This design comes from an exercise in tuning for small area on the open sky130 flow, not from production work.
At most, simulation tests tie the RTL to the original design; equivalence was not proved.
For runs 1 and 2, only the layout was checked, not whether the RTL still works.
Power is estimated from default activity; no workload was simulated.

===== run.sh =====
#!/bin/bash
# synth_recipe.tcl (not shown) runs the flow's synth.tcl, then flattens the netlist and writes it again
# the make line also repeats each setting of config.mk as NAME=value (left out here)
make -C /OpenROAD-flow-scripts/flow DESIGN_CONFIG=/design/flow/config.mk WORK_HOME=/design/flow/orfs CLKGATE_MAP_FILE= SYNTH_SCRIPT=/design/flow/synth_recipe.tcl finish

===== config.mk =====
export PLATFORM = sky130hd
export DESIGN_NAME = uart_top
export DESIGN_NICKNAME = uart_top
export VERILOG_FILES = /design/flow/design.v
export SDC_FILE = /design/flow/constraint.sdc
export NUM_CORES = 4
export LEC_CHECK = 0
export CAP_MARGIN = 20
export CORE_MARGIN = 2
export CORE_UTILIZATION = 40
export SLEW_MARGIN = 20
export SYNTH_HIERARCHICAL = 1

===== constraint.sdc =====
create_clock -name core_clock -period 5.0 [get_ports {i_clk}]
set_input_delay 1.0000 -clock core_clock [delete_from_list [all_inputs] [get_ports {i_clk}]]
set_output_delay 1.0000 -clock core_clock [all_outputs]
set_load 0.01 [all_outputs]

===== design.v =====
module baud_gen #(
  parameter BAUD_WIDTH = 24
)(
  input  logic i_clk,
  input  logic i_rst_n,
  input  logic [BAUD_WIDTH - 1 : 0] i_brd_value,
  output logic o_baud
);
  logic [BAUD_WIDTH - 1 : 0] p_count;
  assign o_baud = (p_count == '0);
  always_ff @(posedge i_clk) begin: proc_divider_update
    if (~i_rst_n | o_baud) p_count <= i_brd_value;
    else                   p_count <= p_count - 1'b1;
  end
endmodule
module fifo_rows #(
  parameter DEPTH = 16,
  parameter WIDTH = 8
)(
  input  logic i_clk,
  input  logic [DEPTH - 1:0] i_hold,
  input  logic [DEPTH - 1:0] i_shift,
  input  logic [DEPTH - 1:0] i_load,
  input  logic [WIDTH - 1:0] i_data,
  output logic [WIDTH - 1:0] o_head
);
  logic [WIDTH - 1:0] mem [DEPTH];
  always_ff @(posedge i_clk) begin: proc_rows
    for (int i = 0; i < DEPTH; i++) begin
      if (i == DEPTH - 1)
        mem[i] <= ~(({WIDTH{i_hold[i]}} & mem[i]) |
                    ({WIDTH{i_load[i]}} & i_data));
      else
        mem[i] <= ~(({WIDTH{i_hold[i]}}  & mem[i]) |
                    ({WIDTH{i_shift[i]}} & mem[i + 1]) |
                    ({WIDTH{i_load[i]}}  & i_data));
    end
  end
  assign o_head = mem[0];
endmodule
module syn_fifo #(
  parameter DEPTH = 16,
  parameter WIDTH = 8
)(
  input  logic i_clk,
  input  logic i_rst_n,
  input  logic i_phase,           
  input  logic i_wr_en,
  input  logic i_rd_en,
  input  logic [WIDTH - 1:0] i_data_in,
  output logic [WIDTH - 1:0] o_data_out,
  output logic o_full,
  output logic o_empty
);
  localparam CW = $clog2(DEPTH) + 1;
  logic [CW - 1:0] p_count;
  assign o_full  = p_count[CW - 1];
  assign o_empty = (p_count == '0);
  logic do_wr, do_rd;
  assign do_wr = i_wr_en & ~o_full;
  assign do_rd = i_rd_en & ~o_empty;
  always_ff @(posedge i_clk, negedge i_rst_n) begin: proc_count
    if (~i_rst_n)            p_count <= '0;
    else if (do_wr & ~do_rd) p_count <= p_count + 1'b1;
    else if (do_rd & ~do_wr) p_count <= p_count - 1'b1;
  end
  logic [DEPTH:0] used;
  always_comb begin
    for (int i = 0; i <= DEPTH; i++) used[i] = (p_count > i);
  end
  logic [WIDTH - 1:0] din_x;
  assign din_x = i_data_in ^ {WIDTH{i_phase}};
  logic [DEPTH - 1:0] sel_hold, sel_shift, sel_in;
  always_comb begin
    for (int i = 0; i < DEPTH; i++) begin
      sel_hold[i]  = ~i_rd_en & used[i];
      sel_shift[i] =  i_rd_en & used[i + 1];
      sel_in[i]    = ~(sel_hold[i] | sel_shift[i]);
    end
  end
  logic [WIDTH - 1:0] head_x;
  fifo_rows #(.DEPTH(DEPTH), .WIDTH(WIDTH)) rows (
    .i_clk(i_clk),
    .i_hold(sel_hold),
    .i_shift(sel_shift),
    .i_load(sel_in),
    .i_data(din_x),
    .o_head(head_x)
  );
  assign o_data_out = head_x ^ {WIDTH{i_phase}};
endmodule
module uart_rx #(parameter OV_SAMP = 16)(
    input  logic        i_clk,
    input  logic        i_baud,          
    input  logic        i_rst_n,
    input  logic        i_rx,            
    input  logic        i_fifo_full,     
    input  logic        i_rx_en,
    input  logic [2:0]  i_parity_sel,
    input  logic        i_stop_sel,
    input  logic [1:0]  i_width_sel,
    output logic        o_rx_fifo_wr_en,  
    output logic [7:0]  o_data,
    output logic        o_error_frame,
    output logic        o_error_parity,
    output logic        o_error_overrun
);
    localparam [2:0] IDLE        = 3'b000,
                     START       = 3'b001,
                     RECEIVER    = 3'b010,
                     PARITY      = 3'b011,
                     STOP_I      = 3'b100,
                     STOP_II     = 3'b101;
    logic rx_buffer_1, rx_buffer_2, rx_in;
    logic sync_en;
    assign sync_en = i_rx_en & i_rst_n;
    always_ff @(posedge i_clk) begin: proc_sync
        rx_buffer_1 <= ~sync_en | i_rx;
        rx_buffer_2 <= ~sync_en | rx_buffer_1;
        rx_in       <= ~sync_en | rx_buffer_2;
    end
    logic start_signal;
    assign start_signal = ~rx_buffer_2 & rx_in;
    logic [2:0] p_state, n_state;
    logic [3:0] p_counter;
    logic [2:0] p_index;
    logic       p_parity;
    logic [7:0] p_data;
    logic       p_overrun;
    always_ff @(posedge i_clk, negedge i_rst_n) begin: proc_state
        if (~i_rst_n) p_state <= IDLE;
        else          p_state <= n_state;
    end
    logic bit_end, last_bit;
    assign bit_end  = i_baud & (p_counter == OV_SAMP - 1);
    assign last_bit = (p_index == {1'b1, i_width_sel});
    logic rx_done;
    always_comb begin
        n_state = p_state;
        rx_done = 1'b0;
        case (p_state)
            IDLE:     if (start_signal) n_state = START;
            START:    if (bit_end) n_state = rx_in ? IDLE : RECEIVER;
            RECEIVER: if (bit_end & last_bit) n_state = i_parity_sel[2] ? PARITY : STOP_I;
            PARITY:   if (bit_end) n_state = STOP_I;
            STOP_I:   if (bit_end) begin
                          n_state = (i_stop_sel & rx_in) ? STOP_II : IDLE;
                          rx_done = ~i_stop_sel | ~rx_in;
                      end
            STOP_II:  if (bit_end) begin
                          n_state = IDLE;
                          rx_done = 1'b1;
                      end
            default:  n_state = IDLE;
        endcase
    end
    always_ff @(posedge i_clk) begin: proc_datapath
        if (p_state == IDLE) p_counter <= 4'd8;
        else if (i_baud)     p_counter <= p_counter + 1'b1;
        if (p_state != RECEIVER) p_index <= '0;
        else if (bit_end)        p_index <= p_index + 1'b1;
        if (p_state == RECEIVER & bit_end) p_data[p_index] <= rx_in;
        if (p_state == START) p_parity <= 1'b0;
        else if (bit_end & ((p_state == RECEIVER & ~i_parity_sel[1]) | p_state == PARITY))
            p_parity <= p_parity ^ rx_in;
    end
    always_ff @(posedge i_clk, negedge i_rst_n) begin: proc_overrun
        if (~i_rst_n) p_overrun <= 1'b0;
        else          p_overrun <= i_fifo_full & (p_overrun | rx_done);
    end
    assign o_data = {p_data[7] & (&i_width_sel),
                     p_data[6] & i_width_sel[1],
                     p_data[5] & (|i_width_sel),
                     p_data[4:0]};
    assign o_error_parity  = i_parity_sel[2] & (p_parity ^ i_parity_sel[0]);
    assign o_error_frame   = ~rx_in;
    assign o_rx_fifo_wr_en = rx_done;
    assign o_error_overrun = p_overrun;
endmodule
module uart_tx #(parameter OV_SAMP = 16)(
    input  logic       i_clk,
    input  logic       i_baud,          
    input  logic       i_rst_n,
    input  logic       i_tx_en,         
    input  logic       i_fifo_tx_emty,  
    input  logic [7:0] i_data,          
    input  logic [2:0] i_parity_sel,
    input  logic       i_stop_sel,
    input  logic [1:0] i_width_sel,
    output logic       o_tx_done,       
    output logic       o_tx             
);
    localparam [2:0] IDLE        = 3'b000,
                     START       = 3'b001,
                     TRANSMITTER = 3'b010,
                     PARITY      = 3'b011,
                     STOP_I      = 3'b100,
                     STOP_II     = 3'b101;
    logic [2:0] p_state, n_state;
    logic [3:0] p_counter;
    logic [2:0] p_index;
    logic       p_xor_data;
    always_ff @(posedge i_clk or negedge i_rst_n) begin: proc_state
        if (!i_rst_n) p_state <= IDLE;
        else          p_state <= n_state;
    end
    logic bit_end, last_bit, data_bit;
    assign bit_end  = i_baud & (p_counter == OV_SAMP - 1);
    assign last_bit = (p_index == {1'b1, i_width_sel});
    assign data_bit = i_data[p_index];
    always_comb begin
        n_state   = p_state;
        o_tx_done = 1'b0;
        case (p_state)
            IDLE:        if (i_tx_en & ~i_fifo_tx_emty) n_state = START;
            START:       if (bit_end) n_state = TRANSMITTER;
            TRANSMITTER: if (bit_end & last_bit) n_state = i_parity_sel[2] ? PARITY : STOP_I;
            PARITY:      if (bit_end) n_state = STOP_I;
            STOP_I:      if (bit_end) begin
                             n_state   = i_stop_sel ? STOP_II : IDLE;
                             o_tx_done = ~i_stop_sel;
                         end
            STOP_II:     if (bit_end) begin
                             n_state   = IDLE;
                             o_tx_done = 1'b1;
                         end
            default:     n_state = IDLE;
        endcase
    end
    always_ff @(posedge i_clk) begin: proc_counters
        if (p_state == IDLE)  p_counter <= '0;
        else if (i_baud)      p_counter <= p_counter + 1'b1;
        if (p_state != TRANSMITTER) p_index <= '0;
        else if (bit_end)           p_index <= p_index + 1'b1;
        if (p_state == START)                      p_xor_data <= 1'b0;
        else if (p_state == TRANSMITTER & bit_end) p_xor_data <= p_xor_data ^ data_bit;
    end
    always_comb begin: proc_tx_out
        case (p_state)
            START      : o_tx = 1'b0;
            TRANSMITTER: o_tx = data_bit;
            PARITY     : o_tx = i_parity_sel[1] ? i_parity_sel[0] : (p_xor_data ^ i_parity_sel[0]);
            default    : o_tx = 1'b1;
        endcase
    end
endmodule
module uart_top(
    input  logic i_clk,
    input  logic i_rst_n,  
    input  logic        i_rx_en,
    input  logic        i_tx_en,
    input  logic [ 1:0] i_width_sel,
    input  logic [ 2:0] i_parity_sel,
    input  logic        i_stop_sel,
    input  logic [23:0] i_baud_rate_value,
    output logic o_tx_fifo_full,
    output logic o_rx_data_avail,
    output logic o_e_overrun_flag,
    output logic o_e_parity_flag,
    output logic o_e_frame_flag,
    input  logic i_load_uart,
    input  logic i_store_uart,
    input  logic i_rx_serial,
    output logic o_tx_serial,
    input  logic [7:0] i_trans_data,
    output logic [7:0] o_receive_data
);
    logic baud_tick;
    baud_gen #(.BAUD_WIDTH(24)) baud_gen (
        .i_clk(i_clk),
        .i_rst_n(i_rst_n),
        .i_brd_value(i_baud_rate_value),
        .o_baud(baud_tick)
    );
    logic phase;
    always_ff @(posedge i_clk, negedge i_rst_n) begin: proc_phase
        if (~i_rst_n) phase <= 1'b0;
        else          phase <= ~phase;
    end
    logic rx_fifo_full, rx_fifo_empty, rx_done;
    logic fifo_e_frame, fifo_e_parity;
    logic [7:0] rx_data_in;
    logic [9:0] rx_fifo_data_out;
    assign o_rx_data_avail = ~rx_fifo_empty;
    assign o_e_frame_flag  = rx_fifo_data_out[9];
    assign o_e_parity_flag = rx_fifo_data_out[8];
    assign o_receive_data  = rx_fifo_data_out[7:0];
    syn_fifo #(.DEPTH(16), .WIDTH(10)) rx_fifo (
        .i_clk(i_clk),
        .i_rst_n(i_rst_n),
        .i_phase(phase),
        .i_wr_en(rx_done),
        .i_rd_en(i_load_uart),
        .i_data_in({fifo_e_frame, fifo_e_parity, rx_data_in}),
        .o_data_out(rx_fifo_data_out),
        .o_full(rx_fifo_full),
        .o_empty(rx_fifo_empty)
    );
    uart_rx #(.OV_SAMP(16)) uart_rx (
        .i_clk(i_clk),
        .i_baud(baud_tick),
        .i_rst_n(i_rst_n),
        .i_rx(i_rx_serial),
        .i_fifo_full(rx_fifo_full),
        .i_rx_en(i_rx_en),
        .i_parity_sel(i_parity_sel),
        .i_stop_sel(i_stop_sel),
        .i_width_sel(i_width_sel),
        .o_rx_fifo_wr_en(rx_done),
        .o_data(rx_data_in),
        .o_error_frame(fifo_e_frame),
        .o_error_parity(fifo_e_parity),
        .o_error_overrun(o_e_overrun_flag)
    );
    logic tx_fifo_empty, tx_done;
    logic [7:0] fifo_2_tx_data;
    syn_fifo #(.DEPTH(16), .WIDTH(8)) tx_fifo (
        .i_clk(i_clk),
        .i_rst_n(i_rst_n),
        .i_phase(phase),
        .i_wr_en(i_store_uart),
        .i_rd_en(tx_done),
        .i_data_in(i_trans_data),
        .o_data_out(fifo_2_tx_data),
        .o_full(o_tx_fifo_full),
        .o_empty(tx_fifo_empty)
    );
    uart_tx #(.OV_SAMP(16)) uart_tx (
        .i_clk(i_clk),
        .i_baud(baud_tick),
        .i_rst_n(i_rst_n),
        .i_tx_en(i_tx_en),
        .i_fifo_tx_emty(tx_fifo_empty),
        .i_data(fifo_2_tx_data),
        .i_parity_sel(i_parity_sel),
        .i_stop_sel(i_stop_sel),
        .i_width_sel(i_width_sel),
        .o_tx_done(tx_done),
        .o_tx(o_tx_serial)
    );
endmodule

==> impl_metrics.json, run 1 <==
{
  "areaGrowthSynthToFinish_pct": 8.867,
  "crit_path_start_kind": "register",
  "cp.buffers_inverters": 1,
  "cts_htree_levels": 2,
  "synth.area.top_cells": "dfxtp_1, a222oi_1, buf_6",
  "syn_area_per_cell_um2": 11.04,
  "place.detailed.hpwl_um": 23410,
  "layout.filler_cells": 3497,
  "slowest_stage": "dfrtp_2",
  "initialDrtViolationCount": 1706,
  "core-area_um2": 36790,
  "criticalPathCategory": "reg2out",
  "use_met1": 0.2307,
  "asyncSetResetFlopFracSynth": 0.05042,
  "worst_ep_arrival_time_ps": 2910,
  "remaining_drc_errors": 0,
  "ant_nets": 0,
  "global_route.usage.total": 0.1753,
  "synthDominantCellAreaShare": 0.4413,
  "antenna_found_initial": 0,
  "worst_pin_slew_ps": 1080,
  "cts_tree": "yes",
  "postRouteWirelength_um": 35190,
  "buffer_ports.inserted": 58,
  "ios": 59,
  "synth_cell_type_count": 76,
  "effective_utilization_at_floorplan": 0.4082,
  "timing.rr.start": "baud_gen.p_count[11]$_DFF_P_",
  "category_of_cells_accounting_for_the_largest_share_of_critical_path_delay": "simple AND/OR/NAND/NOR gates",
  "timing.slew.headroom": 0.2738,
  "synthesis.yosys.warnings": 16,
  "outcome": "timing/DRC/antenna clean",
  "multi_input_area_um2": 6396,
  "area.sequential_um2": 7318,
  "gp_congestion": 0.7766,
  "grt_overflow": 0,
  "synth-seq-cells": 357,
  "synth_largest_area_cell": "dfxtp_1",
  "drive_above_1_share": 0.08996,
  "r2r.worst_path.cells": 10,
  "postSynth.topFlopCell": "dfxtp_1",
  "fp.dieArea_um2": 39100,
  "crit_path_end_kind": "output pin",
  "placement_rows": 70,
  "mappedNetlistArea_um2": 15010,
  "grt_pass1_vias": 10860,
  "synthesis.instances": 1360,
  "clock_tree.root_cell": "clkbuf_16",
  "critPathMaxFanout": 17,
  "period_share": 0.7818,
  "grt_use_met2": 0.3029,
  "die_h_um": 197.7,
  "cts-root-to-sink-buffers": 3,
  "rsz0062_at_grt": "false",
  "grt_util_met3": 0.02368,
  "grt_busiest_layer": "met2",
  "die-width_um": 197.7,
  "clk_pin_slew_ps": 60,
  "hold_start": "uart_rx.rx_buffer_1$_DFF_P_",
  "clock_sink_count": 357,
  "worstHoldEndpoint": "uart_rx.rx_buffer_2$_DFF_P_",
  "syn-num-nets": 1429,
  "post_cts.resized_instances": 0,
  "clock_skew_ps": 21.32,
  "r2r_slack_ps": 1360,
  "setup-tns-final_ps": 0,
  "drt-vias-per-instance": 6.291,
  "cts-buffers-inserted": 36,
  "num_antenna_cells": 0,
  "yosysSeqAreaShare": 0.4873,
  "finalNetCount": 1386,
  "final-max-slew-violation-count": 0,
  "hold_viol": 0,
  "max_freq_ghz": 0.2558,
  "vdd_ir_drop_max_mv": 0.3603,
  "r2r-end": "tx_fifo.rows.mem[9][5]$_DFF_P_",
  "power.density_cell_area_nw_per_um2": 609.5,
  "cts-hold-fix-buffers": 0,
  "worstHoldPathCells": 1,
  "layout.core_utilization": 0.4444,
  "worstPathCellList": "xor2_1 > nor2b_1 > a2111oi_4 > nor3_1 > or4_1 > clkdlybuf4s50_1",
  "final_period_minus_worst_setup_slack_ps": 3909,
  "number_of_enable_type_register_cells_in_the_synthesized_netlist": 8,
  "grt_pass1_wl_um": 56460,
  "critical-path-max-stage-delay_ps": 590,
  "drt_pass1_iterations": 13,
  "setup_viol": 0,
  "timing.critical_path.required_ps": 4000,
  "max_cap_viols": 0,
  "post_cts_setup_buffers": 0,
  "grt_max_degree": 32,
  "min_path_type": "reg2reg",
  "cellLeakagePower_uw": 0.005891,
  "insertion_delay_ps": 530,
  "routedWlPerCell_um": 19.41,
  "total_via_count_after_detailed_routing": 11410
}
-- cell families (layout without fill, tap and decap cells) --
kind of cell | Yosys count | in the layout | synth area share
compound gates | 454 | 454 | 0.2584
flops | 357 | 357 | 0.4873
simple gates | 248 | 248 | 0.08800
buf+inv | 182 | 167 | 0.08850
xor+xnor | 80 | 80 | 0.04667
fa+ha+maj | 24 | 24 | 0.02000
mux | 15 | 15 | 0.01108
-- state kept, by name, summed over array words and instances, names as in the netlist --
| name | cells |
|---|---|
| tx_fifo.p_count | 5 |
| uart_rx.p_counter | 4 |
| uart_rx.p_index | 3 |
| uart_rx.rx_buffer_2 | 1 |
| uart_rx.p_overrun | 1 |
| uart_rx.rx_buffer_1 | 1 |
| uart_tx.p_state | 3 |
| uart_rx.p_data | 8 |
| tx_fifo.rows.mem | 128 |
| uart_tx.p_counter | 4 |
| rx_fifo.p_count | 5 |
| uart_rx.p_state | 3 |
| rx_fifo.rows.mem | 160 |
| uart_tx.p_xor_data | 1 |
| baud_gen.p_count | 24 |
| uart_tx.p_index | 3 |
| uart_rx.p_parity | 1 |
| uart_rx.rx_in | 1 |
| phase | 1 |
-- stage by stage --
step           instance area [um2]  worst slack (ps)  total power [uW]  hold slack (ps)  cells
6_report                     16350              1091              9962            415.5   1813
3_5_place_dp                 15120              1158              7245            407.3   1747
4_1_cts                      16340              1041             10020            421.3   1813
5_1_grt                      16350             945.3             10510            438.7   1813
2_1_floorplan                15010              1312              6656            392.5   1360
3_3_place_gp                 15120              1158              7169            399.9   1747
-- synthesized netlist by cell type, types with 4 or more instances --
cell and number:
a211oi_1 5, a21oi_1 61, buf_4 16, or3_1 7, and3_1 4, nor4_1 7
or4_1 6, dfxtp_1 331, xor2_1 58, buf_1 10, a31oi_1 6, nor2_1 68
nand3_1 10, ha_1 24, mux2_2 4, and2_1 8, o21ai_1 16, o31ai_1 4
nor3_1 16, a21o_1 8, mux2i_1 8, nand2b_1 11, nand2_1 61, clkbuf_1 29
o21ai_0 31, a222oi_1 270, inv_1 18, xnor2_1 22, nand4_1 10, nor3b_1 7
buf_2 33, nor2b_1 5, edfxtp_1 8, buf_6 72, o21a_1 6, or2_2 7
a22oi_1 19, dfrtp_1 18
-- how the worst max path moves through the flow --
stage	startpoint	depth (start not counted)	slack, ps	end
after global routing	baud_gen.p_count[11]$_DFF_P_	9	950	tx_fifo.rows.mem[14][1]$_DFF_P_
after CTS	phase$_DFF_PN0_	6	1040	o_tx_serial
after detailed placement	i_parity_sel[1]	6	1160	o_tx_serial
after floorplan	baud_gen.p_count[11]$_DFF_P_	12	1310	tx_fifo.p_count[3]$_DFFE_PN0P_
final	phase$_DFF_PN0_	6	1090	o_tx_serial
after global placement	i_parity_sel[1]	6	1160	o_tx_serial
-- power by group --
| part | internal, uW | switching (uW) |
|---|---|---|
| clock | 1650 | 1100 |
| sequential | 4160 | 979 |
| combinational | 1180 | 897 |
-- cell type report --
class	instances	area share
Inverter	19	0.004363
Clock buffer	56	0.06598
Multi-Input combinational cell	821	0.3913
Tap cell	468	0.03582
Timing Repair Buffer	82	0.04654
Clock inverter	10	0.008267
Sequential cell	357	0.4477
-- placed cells by master, fill, tap and decap left out, types with 12 or more instances in the layout --
cell type / instances
buf_4: 24
nand2_1: 61
nor2_1: 68
nor3_1: 15
dfrtp_1: 17
dfxtp_1: 331
inv_1: 18
a222oi_1: 270
ha_1: 24
o21ai_0: 31
a22oi_1: 19
a21oi_1: 61
xnor2_1: 22
clkbuf_16: 38
xor2_1: 57
clkdlybuf4s50_1: 58
o21ai_1: 16
clkbuf_1: 12
-- metal layers --
layer | vias to the layer above | wire length [um] | part of all wire
li1 | 5388 | - | -
met1 | 5661 | 15750 | 0.45
met2 | 315 | 17220 | 0.49
met3 | 42 | 1690 | 0.048
met4 | 0 | 523 | 0.015
met5 | - | 0 | 0
==> inputs of run 2 (changes only) <==
--- a/config.mk
+++ b/config.mk
@@ -7,6 +7,7 @@
 export LEC_CHECK = 0
 export CAP_MARGIN = 20
 export CORE_MARGIN = 2
-export CORE_UTILIZATION = 40
+export CORE_UTILIZATION = 60
+export CTS_BUF_LIST = sky130_fd_sc_hd__clkbuf_4 sky130_fd_sc_hd__clkbuf_8
 export SLEW_MARGIN = 20
 export SYNTH_HIERARCHICAL = 1
==> impl_metrics.json, run 2 <==
{
  "outcome": "timing/DRC/antenna clean",
  "finalNetCount": 1412,
  "fp.dieArea_um2": 26310,
  "timing.critical_path.required_ps": 4000,
  "hold_viol": 0,
  "placement_rows": 57,
  "power_frac_clock": 0.266,
  "buffer_ports.inserted": 58,
  "effective_utilization_at_floorplan": 0.6138,
  "max_flop_register": "rx_fifo.rows.mem",
  "vdd_ir_drop_max_mv": 0.3293,
  "main_combinational_cell_family_by_area_after_synthesis": "compound AO/OA/AOI/OAI gates",
  "numPlacedInstances": 1609,
  "setup_viol": 0,
  "num_antenna_cells": 0,
  "worst_pin_slew_ps": 986.5,
  "drt_pass1_iterations": 10,
  "yosys.area_share.adder": 0.02000,
  "postSynth.topFlopCell": "dfxtp_1",
  "layout.filler_cells": 2009,
  "worst_ep_arrival_time_ps": 2960,
  "reg.largest.list": "rx_fifo.rows.mem (160), tx_fifo.rows.mem (128), baud_gen.p_count (24)",
  "final-max-slew-violation-count": 0,
  "max_freq_ghz": 0.2525,
  "dpl_worst_slack_ps": 1117,
  "grt_pass1_wl_um": 55620,
  "crit_path_start_kind": "register",
  "cts-hold-fix-buffers": 0,
  "cts_tree": "yes",
  "core-area_um2": 24460,
  "synth.area.mux_share": 0.01108,
  "clock_tree.root_cell": "clkbuf_8",
  "antenna_found_initial": 0,
  "synth_xor_xnor_area_share": 0.04667,
  "p_sw_uw": 2947,
  "cts-root-to-sink-buffers": 3,
  "cellLeakagePower_uw": 0.005975,
  "power.sequential.fraction": 0.521,
  "synth.area.top_cells": "dfxtp_1, a222oi_1, buf_6",
  "die_h_um": 162.2,
  "areaGrowthSynthToFinish_pct": 7.875,
  "critPathMaxFanout": 16,
  "synth_largest_area_cell": "dfxtp_1",
  "gp_congestion": 0.8172,
  "ios": 59,
  "power.density_cell_area_nw_per_um2": 605.2,
  "syn_area_per_cell_um2": 11.04,
  "logic_pwr_share": 0.212,
  "asyncSetResetFlopFracSynth": 0.05042,
  "drive_above_1_share": 0.1214,
  "timing.slew.headroom": 0.3367,
  "ant_nets": 0,
  "syn-num-nets": 1429,
  "switching_share": 0.3006,
  "fin_ws_ps": 1039,
  "synth_cell_type_count": 76,
  "max_cap_viols": 0,
  "post_cts.resized_instances": 0,
  "criticalPathCategory": "reg2out",
  "synthDominantCellAreaShare": 0.4413,
  "multi_input_area_um2": 6374,
  "layout_common_cells": "dfxtp_1, a222oi_1, clkbuf_8, nor2_1",
  "cts-buffers-inserted": 56,
  "synth_top_cells_by_count": "dfxtp_1, a222oi_1, buf_6, nor2_1",
  "crit_path_end_kind": "output pin",
  "clock_sink_count": 357,
  "postRouteWirelength_um": 33870,
  "largest_register_ffs": 160,
  "layout_commonest_cell": "dfxtp_1",
  "synthesis.yosys.warnings": 16,
  "synth.most_common_cell": "dfxtp_1",
  "place.detailed.hpwl_um": 22370,
  "area.sequential_um2": 7318,
  "total_via_count_after_detailed_routing": 11540,
  "min_path_type": "reg2reg",
  "number_of_enable_type_register_cells_in_the_synthesized_netlist": 8,
  "synthesis.instances": 1360,
  "drt-vias-per-instance": 6.754,
  "post_cts_setup_buffers": 0,
  "final_period_minus_worst_setup_slack_ps": 3961,
  "grt_max_degree": 47,
  "area_fraction_in_and_or_nand_and_nor_cells_after_synthesis": 0.08800,
  "yosysSeqAreaShare": 0.4873,
  "cts_htree_levels": 2,
  "synth_compound_gate_area_share": 0.2584,
  "clock_skew_ps": 17.86,
  "instances_no_fill": 1708,
  "routedWlPerCell_um": 19.83,
  "grt_overflow": 0,
  "internal_power_uw": 6856,
  "initialDrtViolationCount": 1985,
  "grt_pass1_vias": 11050,
  "period_share": 0.7921,
  "clk_pin_slew_ps": 60,
  "report.power.total_uw": 9802,
  "mappedNetlistArea_um2": 15010,
  "synth-seq-cells": 357,
  "remaining_drc_errors": 0,
  "layout.core_utilization": 0.6621,
  "insertion_delay_ps": 580,
  "rsz0062_at_grt": "false",
  "setup-tns-final_ps": 0,
  "global_route.usage.total": 0.2530,
  "die-width_um": 162.2
}
-- run 2: worst paths after layout --
check                                              from                         endpoint  slack (ps)  depth (start not counted)
min in group asynchronous                       i_rst_n      uart_rx.p_overrun$_DFF_PN0_         820                          2
min reg2reg                 uart_rx.rx_buffer_1$_DFF_P_      uart_rx.rx_buffer_2$_DFF_P_         420                          1
max in group asynchronous                       i_rst_n                  phase$_DFF_PN0_        3910                          2
max reg2reg                baud_gen.p_count[11]$_DFF_P_  tx_fifo.rows.mem[14][5]$_DFF_P_        1150                         10
min                         uart_rx.rx_buffer_1$_DFF_P_      uart_rx.rx_buffer_2$_DFF_P_         420                          1
max                                     phase$_DFF_PN0_                      o_tx_serial        1040                          6
-- run 2: area by class of cell --
cell class,instances,area share
multi-input cells,821,0.3935
well taps,324,0.02503
clock inverters,11,0.006875
repair buffers,88,0.04975
clock buffers,88,0.06860
inverters,19,0.004403
flip-flops and latches,357,0.4518
-- run 2: through the flow --
step	hold WS [ps]	cell area, um2
2_1_floorplan	392.5	15010
3_3_place_gp	400.2	14970
3_5_place_dp	405.0	14970
4_1_cts	421.4	16200
5_1_grt	431.4	16200
6_report	417.1	16200
-- run 2: layer usage --
metal	global-route usage	up-vias	wire [um]
met5	0	-	0
met4	0.06999	0	603
met3	0.04162	58	1997
met2	0.4431	368	16650
met1	0.3238	5662	14620
li1	-	5447	-
-- run 2: critical path, cell delays in order (launching register included) --
cell	delay (ps)
dfrtp_2	570
xor2_1	220
nor2b_1	170
a2111oi_4	380
nor3_1	140
or4_1	410
clkdlybuf4s50_1	490
-- run 2: power groups by stage --
stage,Clock [uW],Sequential (uW),Combinational [uW]
after floorplan,0,4710,1950
after global placement,0,5120,2020
after detailed placement,0,5140,2080
after CTS,2670,5090,2090
after global routing,2790,5250,2320
final,2610,5110,2080
-- run 2: logic make-up (layout without fill, tap and decap cells) --
| logic type | after synthesis | after routing |
|---|---|---|
| simple gates | 248 | 248 |
| compound gates | 454 | 454 |
| xor+xnor | 80 | 80 |
| buf+inv | 182 | 206 |
| fa+ha+maj | 24 | 24 |
| mux | 15 | 15 |
| flops | 357 | 357 |
==> inputs of run 3 (changes only) <==
--- a/design.v
+++ b/design.v
@@ -44,11 +44,10 @@
 )(
   input  logic i_clk,
   input  logic i_rst_n,
-  input  logic i_phase,           
   input  logic i_wr_en,
   input  logic i_rd_en,
-  input  logic [WIDTH - 1:0] i_data_in,
-  output logic [WIDTH - 1:0] o_data_out,
+  input  logic [WIDTH - 1:0] i_data_x,    
+  output logic [WIDTH - 1:0] o_head_x,    
   output logic o_full,
   output logic o_empty
 );
@@ -68,8 +67,6 @@
   always_comb begin
     for (int i = 0; i <= DEPTH; i++) used[i] = (p_count > i);
   end
-  logic [WIDTH - 1:0] din_x;
-  assign din_x = i_data_in ^ {WIDTH{i_phase}};
   logic [DEPTH - 1:0] sel_hold, sel_shift, sel_in;
   always_comb begin
     for (int i = 0; i < DEPTH; i++) begin
@@ -78,21 +75,20 @@
       sel_in[i]    = ~(sel_hold[i] | sel_shift[i]);
     end
   end
-  logic [WIDTH - 1:0] head_x;
   fifo_rows #(.DEPTH(DEPTH), .WIDTH(WIDTH)) rows (
     .i_clk(i_clk),
     .i_hold(sel_hold),
     .i_shift(sel_shift),
     .i_load(sel_in),
-    .i_data(din_x),
-    .o_head(head_x)
+    .i_data(i_data_x),
+    .o_head(o_head_x)
   );
-  assign o_data_out = head_x ^ {WIDTH{i_phase}};
 endmodule
 module uart_rx #(parameter OV_SAMP = 16)(
     input  logic        i_clk,
     input  logic        i_baud,          
     input  logic        i_rst_n,
+    input  logic        i_phase,         
     input  logic        i_rx,            
     input  logic        i_fifo_full,     
     input  logic        i_rx_en,
@@ -100,9 +96,7 @@
     input  logic        i_stop_sel,
     input  logic [1:0]  i_width_sel,
     output logic        o_rx_fifo_wr_en,  
-    output logic [7:0]  o_data,
-    output logic        o_error_frame,
-    output logic        o_error_parity,
+    output logic [9:0]  o_entry_x,       
     output logic        o_error_overrun
 );
     localparam [2:0] IDLE        = 3'b000,
@@ -125,7 +119,7 @@
     logic [3:0] p_counter;
     logic [2:0] p_index;
     logic       p_parity;
-    logic [7:0] p_data;
+    logic [7:0] p_data_x;    
     logic       p_overrun;
     always_ff @(posedge i_clk, negedge i_rst_n) begin: proc_state
         if (~i_rst_n) p_state <= IDLE;
@@ -159,7 +153,8 @@
         else if (i_baud)     p_counter <= p_counter + 1'b1;
         if (p_state != RECEIVER) p_index <= '0;
         else if (bit_end)        p_index <= p_index + 1'b1;
-        if (p_state == RECEIVER & bit_end) p_data[p_index] <= rx_in;
+        for (int i = 0; i < 8; i++)
+            p_data_x[i] <= ~((p_state == RECEIVER & bit_end & p_index == i) ? (rx_in ^ i_phase) : p_data_x[i]);
         if (p_state == START) p_parity <= 1'b0;
         else if (bit_end & ((p_state == RECEIVER & ~i_parity_sel[1]) | p_state == PARITY))
             p_parity <= p_parity ^ rx_in;
@@ -168,12 +163,12 @@
         if (~i_rst_n) p_overrun <= 1'b0;
         else          p_overrun <= i_fifo_full & (p_overrun | rx_done);
     end
-    assign o_data = {p_data[7] & (&i_width_sel),
-                     p_data[6] & i_width_sel[1],
-                     p_data[5] & (|i_width_sel),
-                     p_data[4:0]};
-    assign o_error_parity  = i_parity_sel[2] & (p_parity ^ i_parity_sel[0]);
-    assign o_error_frame   = ~rx_in;
+    assign o_entry_x = {~rx_in ^ i_phase,
+                        (i_parity_sel[2] & (p_parity ^ i_parity_sel[0])) ^ i_phase,
+                        (&i_width_sel) ? p_data_x[7] : i_phase,
+                        i_width_sel[1] ? p_data_x[6] : i_phase,
+                        (|i_width_sel) ? p_data_x[5] : i_phase,
+                        p_data_x[4:0]};
     assign o_rx_fifo_wr_en = rx_done;
     assign o_error_overrun = p_overrun;
 endmodule
@@ -183,7 +178,8 @@
     input  logic       i_rst_n,
     input  logic       i_tx_en,         
     input  logic       i_fifo_tx_emty,  
-    input  logic [7:0] i_data,          
+    input  logic [7:0] i_data_x,        
+    input  logic       i_phase,
     input  logic [2:0] i_parity_sel,
     input  logic       i_stop_sel,
     input  logic [1:0] i_width_sel,
@@ -207,7 +203,7 @@
     logic bit_end, last_bit, data_bit;
     assign bit_end  = i_baud & (p_counter == OV_SAMP - 1);
     assign last_bit = (p_index == {1'b1, i_width_sel});
-    assign data_bit = i_data[p_index];
+    assign data_bit = i_data_x[p_index] ^ i_phase;
     always_comb begin
         n_state   = p_state;
         o_tx_done = 1'b0;
@@ -278,21 +274,16 @@
         else          phase <= ~phase;
     end
     logic rx_fifo_full, rx_fifo_empty, rx_done;
-    logic fifo_e_frame, fifo_e_parity;
-    logic [7:0] rx_data_in;
-    logic [9:0] rx_fifo_data_out;
+    logic [9:0] rx_entry_x, rx_head_x;
     assign o_rx_data_avail = ~rx_fifo_empty;
-    assign o_e_frame_flag  = rx_fifo_data_out[9];
-    assign o_e_parity_flag = rx_fifo_data_out[8];
-    assign o_receive_data  = rx_fifo_data_out[7:0];
+    assign {o_e_frame_flag, o_e_parity_flag, o_receive_data} = rx_head_x ^ {10{phase}};
     syn_fifo #(.DEPTH(16), .WIDTH(10)) rx_fifo (
         .i_clk(i_clk),
         .i_rst_n(i_rst_n),
-        .i_phase(phase),
         .i_wr_en(rx_done),
         .i_rd_en(i_load_uart),
-        .i_data_in({fifo_e_frame, fifo_e_parity, rx_data_in}),
-        .o_data_out(rx_fifo_data_out),
+        .i_data_x(rx_entry_x),
+        .o_head_x(rx_head_x),
         .o_full(rx_fifo_full),
         .o_empty(rx_fifo_empty)
     );
@@ -300,6 +291,7 @@
         .i_clk(i_clk),
         .i_baud(baud_tick),
         .i_rst_n(i_rst_n),
+        .i_phase(phase),
         .i_rx(i_rx_serial),
         .i_fifo_full(rx_fifo_full),
         .i_rx_en(i_rx_en),
@@ -307,21 +299,18 @@
         .i_stop_sel(i_stop_sel),
         .i_width_sel(i_width_sel),
         .o_rx_fifo_wr_en(rx_done),
-        .o_data(rx_data_in),
-        .o_error_frame(fifo_e_frame),
-        .o_error_parity(fifo_e_parity),
+        .o_entry_x(rx_entry_x),
         .o_error_overrun(o_e_overrun_flag)
     );
     logic tx_fifo_empty, tx_done;
-    logic [7:0] fifo_2_tx_data;
+    logic [7:0] tx_head_x;
     syn_fifo #(.DEPTH(16), .WIDTH(8)) tx_fifo (
         .i_clk(i_clk),
         .i_rst_n(i_rst_n),
-        .i_phase(phase),
         .i_wr_en(i_store_uart),
         .i_rd_en(tx_done),
-        .i_data_in(i_trans_data),
-        .o_data_out(fifo_2_tx_data),
+        .i_data_x(i_trans_data ^ {8{phase}}),
+        .o_head_x(tx_head_x),
         .o_full(o_tx_fifo_full),
         .o_empty(tx_fifo_empty)
     );
@@ -331,7 +320,8 @@
         .i_rst_n(i_rst_n),
         .i_tx_en(i_tx_en),
         .i_fifo_tx_emty(tx_fifo_empty),
-        .i_data(fifo_2_tx_data),
+        .i_data_x(tx_head_x),
+        .i_phase(phase),
         .i_parity_sel(i_parity_sel),
         .i_stop_sel(i_stop_sel),
         .i_width_sel(i_width_sel),
==> flow/run.sh (new file) <==
#!/bin/bash
# The standard layout, with plain buf_1 cells as the port buffers.
set -euo pipefail
bash standard.sh "BUFFER_PORTS_ARGS=-buffer_cell sky130_fd_sc_hd__buf_1" finish > orfs_make.log 2>&1
==> standard.sh (new file) <==
#!/bin/bash
# synth_recipe.tcl (not shown) runs the flow's synth.tcl, then flattens the netlist and writes it again
# the make line also repeats each setting of config.mk as NAME=value (left out here)
make -C /OpenROAD-flow-scripts/flow DESIGN_CONFIG=/design/flow/config.mk WORK_HOME=/design/flow/orfs CLKGATE_MAP_FILE= SYNTH_SCRIPT=/design/flow/synth_recipe.tcl "${@:-finish}"
--- a/config.mk
+++ b/config.mk
@@ -7,7 +7,8 @@
 export LEC_CHECK = 0
 export CAP_MARGIN = 20
 export CORE_MARGIN = 2
-export CORE_UTILIZATION = 60
-export CTS_BUF_LIST = sky130_fd_sc_hd__clkbuf_4 sky130_fd_sc_hd__clkbuf_8
+export CORE_UTILIZATION = 70
+export CTS_CLUSTER_DIAMETER = 100
+export CTS_CLUSTER_SIZE = 30
 export SLEW_MARGIN = 20
 export SYNTH_HIERARCHICAL = 1
removed: run.sh
==> impl_metrics.json, run 3 <==
{
  "grt_max_degree": 49,
  "worstHoldEndpoint": "uart_rx.rx_buffer_2$_DFF_P_",
  "global_route.usage.total": 0.2820,
  "synth_cell_type_count": 74,
  "final_period_minus_worst_setup_slack_ps": 3811,
  "mappedNetlistArea_um2": 14860,
  "layout_common_cells": "dfxtp_1, a222oi_1, buf_1, nand2_1, nor2_1",
  "period_share": 0.7622,
  "r2r-end": "tx_fifo.rows.mem[14][3]$_DFF_P_",
  "timing.slew.headroom": 0.2935,
  "die-width_um": 149.7,
  "rsz0062_at_grt": "false",
  "postSynth.topFlopCell": "dfxtp_1",
  "crit_path_end_kind": "register",
  "buffer_ports.inserted": 58,
  "clk_pin_slew_ps": 110,
  "numPlacedInstances": 1515,
  "routedWlPerCell_um": 20.98,
  "setup-tns-final_ps": 0,
  "initialDrtViolationCount": 1947,
  "synth-seq-cells": 357,
  "fp.dieArea_um2": 22410,
  "drt_pass1_iterations": 12,
  "postRouteWirelength_um": 32250,
  "total_via_count_after_detailed_routing": 10970,
  "areaGrowthSynthToFinish_pct": -1.330,
  "max_flop_register": "rx_fifo.rows.mem",
  "instances_no_fill": 1537,
  "largest_register_ffs": 160,
  "post_cts.resized_instances": 0,
  "vdd_ir_drop_max_mv": 0.4493,
  "placement_rows": 53,
  "synthesis.instances": 1331,
  "die_h_um": 149.7,
  "max_cap_viols": 0,
  "synthDominantCellAreaShare": 0.4567,
  "criticalPathCategory": "reg2reg",
  "worstHoldPathCells": 1,
  "layout_commonest_cell": "dfxtp_1",
  "grt_pass1_wl_um": 52490,
  "cts-hold-fix-buffers": 0,
  "hold_viol": 0,
  "cts_htree_levels": 1,
  "number_of_enable_type_register_cells_in_the_synthesized_netlist": 0,
  "post_cts_setup_buffers": 0,
  "clock_sink_count": 357,
  "syn-num-nets": 1401,
  "r2r_slack_ps": 1190,
  "power.density_cell_area_nw_per_um2": 572.6,
  "synth_largest_area_cell": "dfxtp_1",
  "cts-root-to-sink-buffers": 3,
  "synth.area.top_cells": "dfxtp_1, a222oi_1, buf_6",
  "timing.rr.start": "baud_gen.p_count[11]$_DFF_P_",
  "critPathMaxFanout": 48,
  "remaining_drc_errors": 0,
  "hold_start": "uart_rx.rx_buffer_1$_DFF_P_",
  "effective_utilization_at_floorplan": 0.7092,
  "num_antenna_cells": 0,
  "drive_above_1_share": 0.05626,
  "ios": 59,
  "final-max-slew-violation-count": 0,
  "worst_ep_arrival_time_ps": 4180,
  "insertion_delay_ps": 510,
  "timing.critical_path.required_ps": 5370,
  "synth_top_cells_by_count": "dfxtp_1, a222oi_1, buf_6, nand2_1, nor2_1",
  "yosysSeqAreaShare": 0.4870,
  "crit_path_start_kind": "register",
  "gp_congestion": 0.8124,
  "outcome": "timing/DRC/antenna clean",
  "cts-buffers-inserted": 15,
  "asyncSetResetFlopFracSynth": 0.05042,
  "setup_viol": 0,
  "clock_tree.root_cell": "clkbuf_16",
  "syn_area_per_cell_um2": 11.16,
  "antenna_found_initial": 0,
  "r2r.worst_path.cells": 11,
  "core-area_um2": 20960,
  "min_path_type": "reg2reg",
  "max_freq_ghz": 0.2624,
  "clock_skew_ps": 17.37,
  "reg.largest.list": "rx_fifo.rows.mem (160), tx_fifo.rows.mem (128), baud_gen.p_count (24)",
  "ant_nets": 0,
  "report.power.total_uw": 8396,
  "place.detailed.hpwl_um": 21950,
  "synthesis.yosys.warnings": 16,
  "worst_pin_slew_ps": 1049,
  "crit_path_start": "baud_gen.p_count[11]$_DFF_P_",
  "cts_tree": "yes",
  "cellLeakagePower_uw": 0.005417,
  "layout.filler_cells": 1571,
  "finalNetCount": 1328,
  "grt_pass1_vias": 9965,
  "drt-vias-per-instance": 7.136,
  "synth.most_common_cell": "dfxtp_1",
  "grt_overflow": 0
}
## run 3: changes by cell type after synthesis, sizes merged, moves of 6 or more
cell / delta
a21oi: -21
nand3: +8
edfxtp: -8
nor2: -15
dfxtp: +8
nand2b: -8
mux2i: +8
nor2b: +19
nand2: -6
a21boi: +8
xor2: -19
## run 3: stage by stage
step / hold slack [ps] / worst slack (ps) / cell area [um2] / utilization
floorplan: 392.5 / 1144 / 14860 / -
global placement: 401.5 / 1330 / 14260 / 0.6804
detailed placement: 421.0 / 1280 / 14260 / 0.6804
CTS: 443.4 / 1257 / 14660 / 0.6995
global route: 457.8 / 747.9 / 14660 / 0.6997
finish: 439.5 / 1189 / 14660 / 0.6997
## run 3: per-layer routing
metal	track usage	vias up	part of all wire
met5	0	-	0
met3	0.02957	30	0.070
met4	0.05896	0	0.016
li1	-	5198	-
met1	0.4210	5329	0.46
met2	0.4461	411	0.46
## run 3: kinds of logic after synthesis
logic type / Yosys count / synth area share
compound gates: 433 / 0.2516
xor+xnor: 63 / 0.03713
buf+inv: 188 / 0.09287
simple gates: 241 / 0.09152
flops: 357 / 0.4870
fa+ha+maj: 25 / 0.02105
mux: 24 / 0.01886
## run 3: power breakdown
| group | switching, uW | leakage, uW | internal [uW] | total, uW |
|---|---|---|---|---|
| combinational | 815 | 0.00216 | 1100 | 1910 |
| sequential | 958 | 0.00306 | 4110 | 5070 |
| clock | 847 | 0.000195 | 564 | 1410 |
| total | 2620 | 0.00542 | 5780 | 8400 |
## run 3: critical path: stages (launching register included)
cell and delay (ps):
dfxtp_1 350, nor4_2 450, nand3_2 230, nor2_1 150
buf_4 220, and4_1 340, nand2_1 100, nor3_2 120
buf_4 380, nor2b_1 540, nor2b_1 550, a222oi_1 220
## run 3: area by class of cell
| cell class | count | area [um2] | area share |
|---|---|---|---|
| flip-flops and latches | 357 | 7237 | 0.4936 |
| multi-input cells | 786 | 6248 | 0.4261 |
| clock buffers | 20 | 394.1 | 0.02688 |
| repair buffers | 76 | 351.6 | 0.02398 |
| well taps | 275 | 344.1 | 0.02347 |
| inverters | 22 | 82.58 | 0.005632 |
| clock inverters | 1 | 5.005 | 0.0003413 |
## run 3: how the worst max path moves through the flow
stage	slack [ps]	depth (start not counted)	endpoint
floorplan	1140	13	tx_fifo.p_count[3]$_DFFE_PN0P_
global placement	1330	11	tx_fifo.rows.mem[14][0]$_DFF_P_
detailed placement	1280	11	tx_fifo.rows.mem[14][3]$_DFF_P_
CTS	1260	11	tx_fifo.rows.mem[14][3]$_DFF_P_
global route	750	11	tx_fifo.rows.mem[14][3]$_DFF_P_
finish	1190	11	tx_fifo.rows.mem[14][3]$_DFF_P_

==> separate check: timing with driven ports <==
In the flow no input, the clock included, has a driving cell. The finished layouts below were timed again as built, in two steps.
Step 1, drivers: a clkbuf_16 drives i_clk and a buf_2 each remaining input, both assumed.
Step 2 also shifts input and output timing later by t, the mid clock arrival at the registers, as if the neighbouring blocks saw the same clock.
Three values: no drivers, after step 1, after step 2; two values: the first two.
| run | t, ns | setup WS [ns] | latest minus earliest clock arrival (ns) | worst data-port slew with drivers (ns) |
|---|---|---|---|---|
| run 1 | 0.575 | 1.091 / 1.040 / 1.129 | 0.026 / 0.026 | 0.06 |
| run 2 | 0.621 | 1.039 / 0.991 / 1.105 | 0.019 / 0.019 | 0.05 |
| run 3 | 0.549 | 1.189 / 1.189 / 1.189 | 0.022 / 0.022 | 0.04 |
After both steps setup and hold are still met in every run listed.
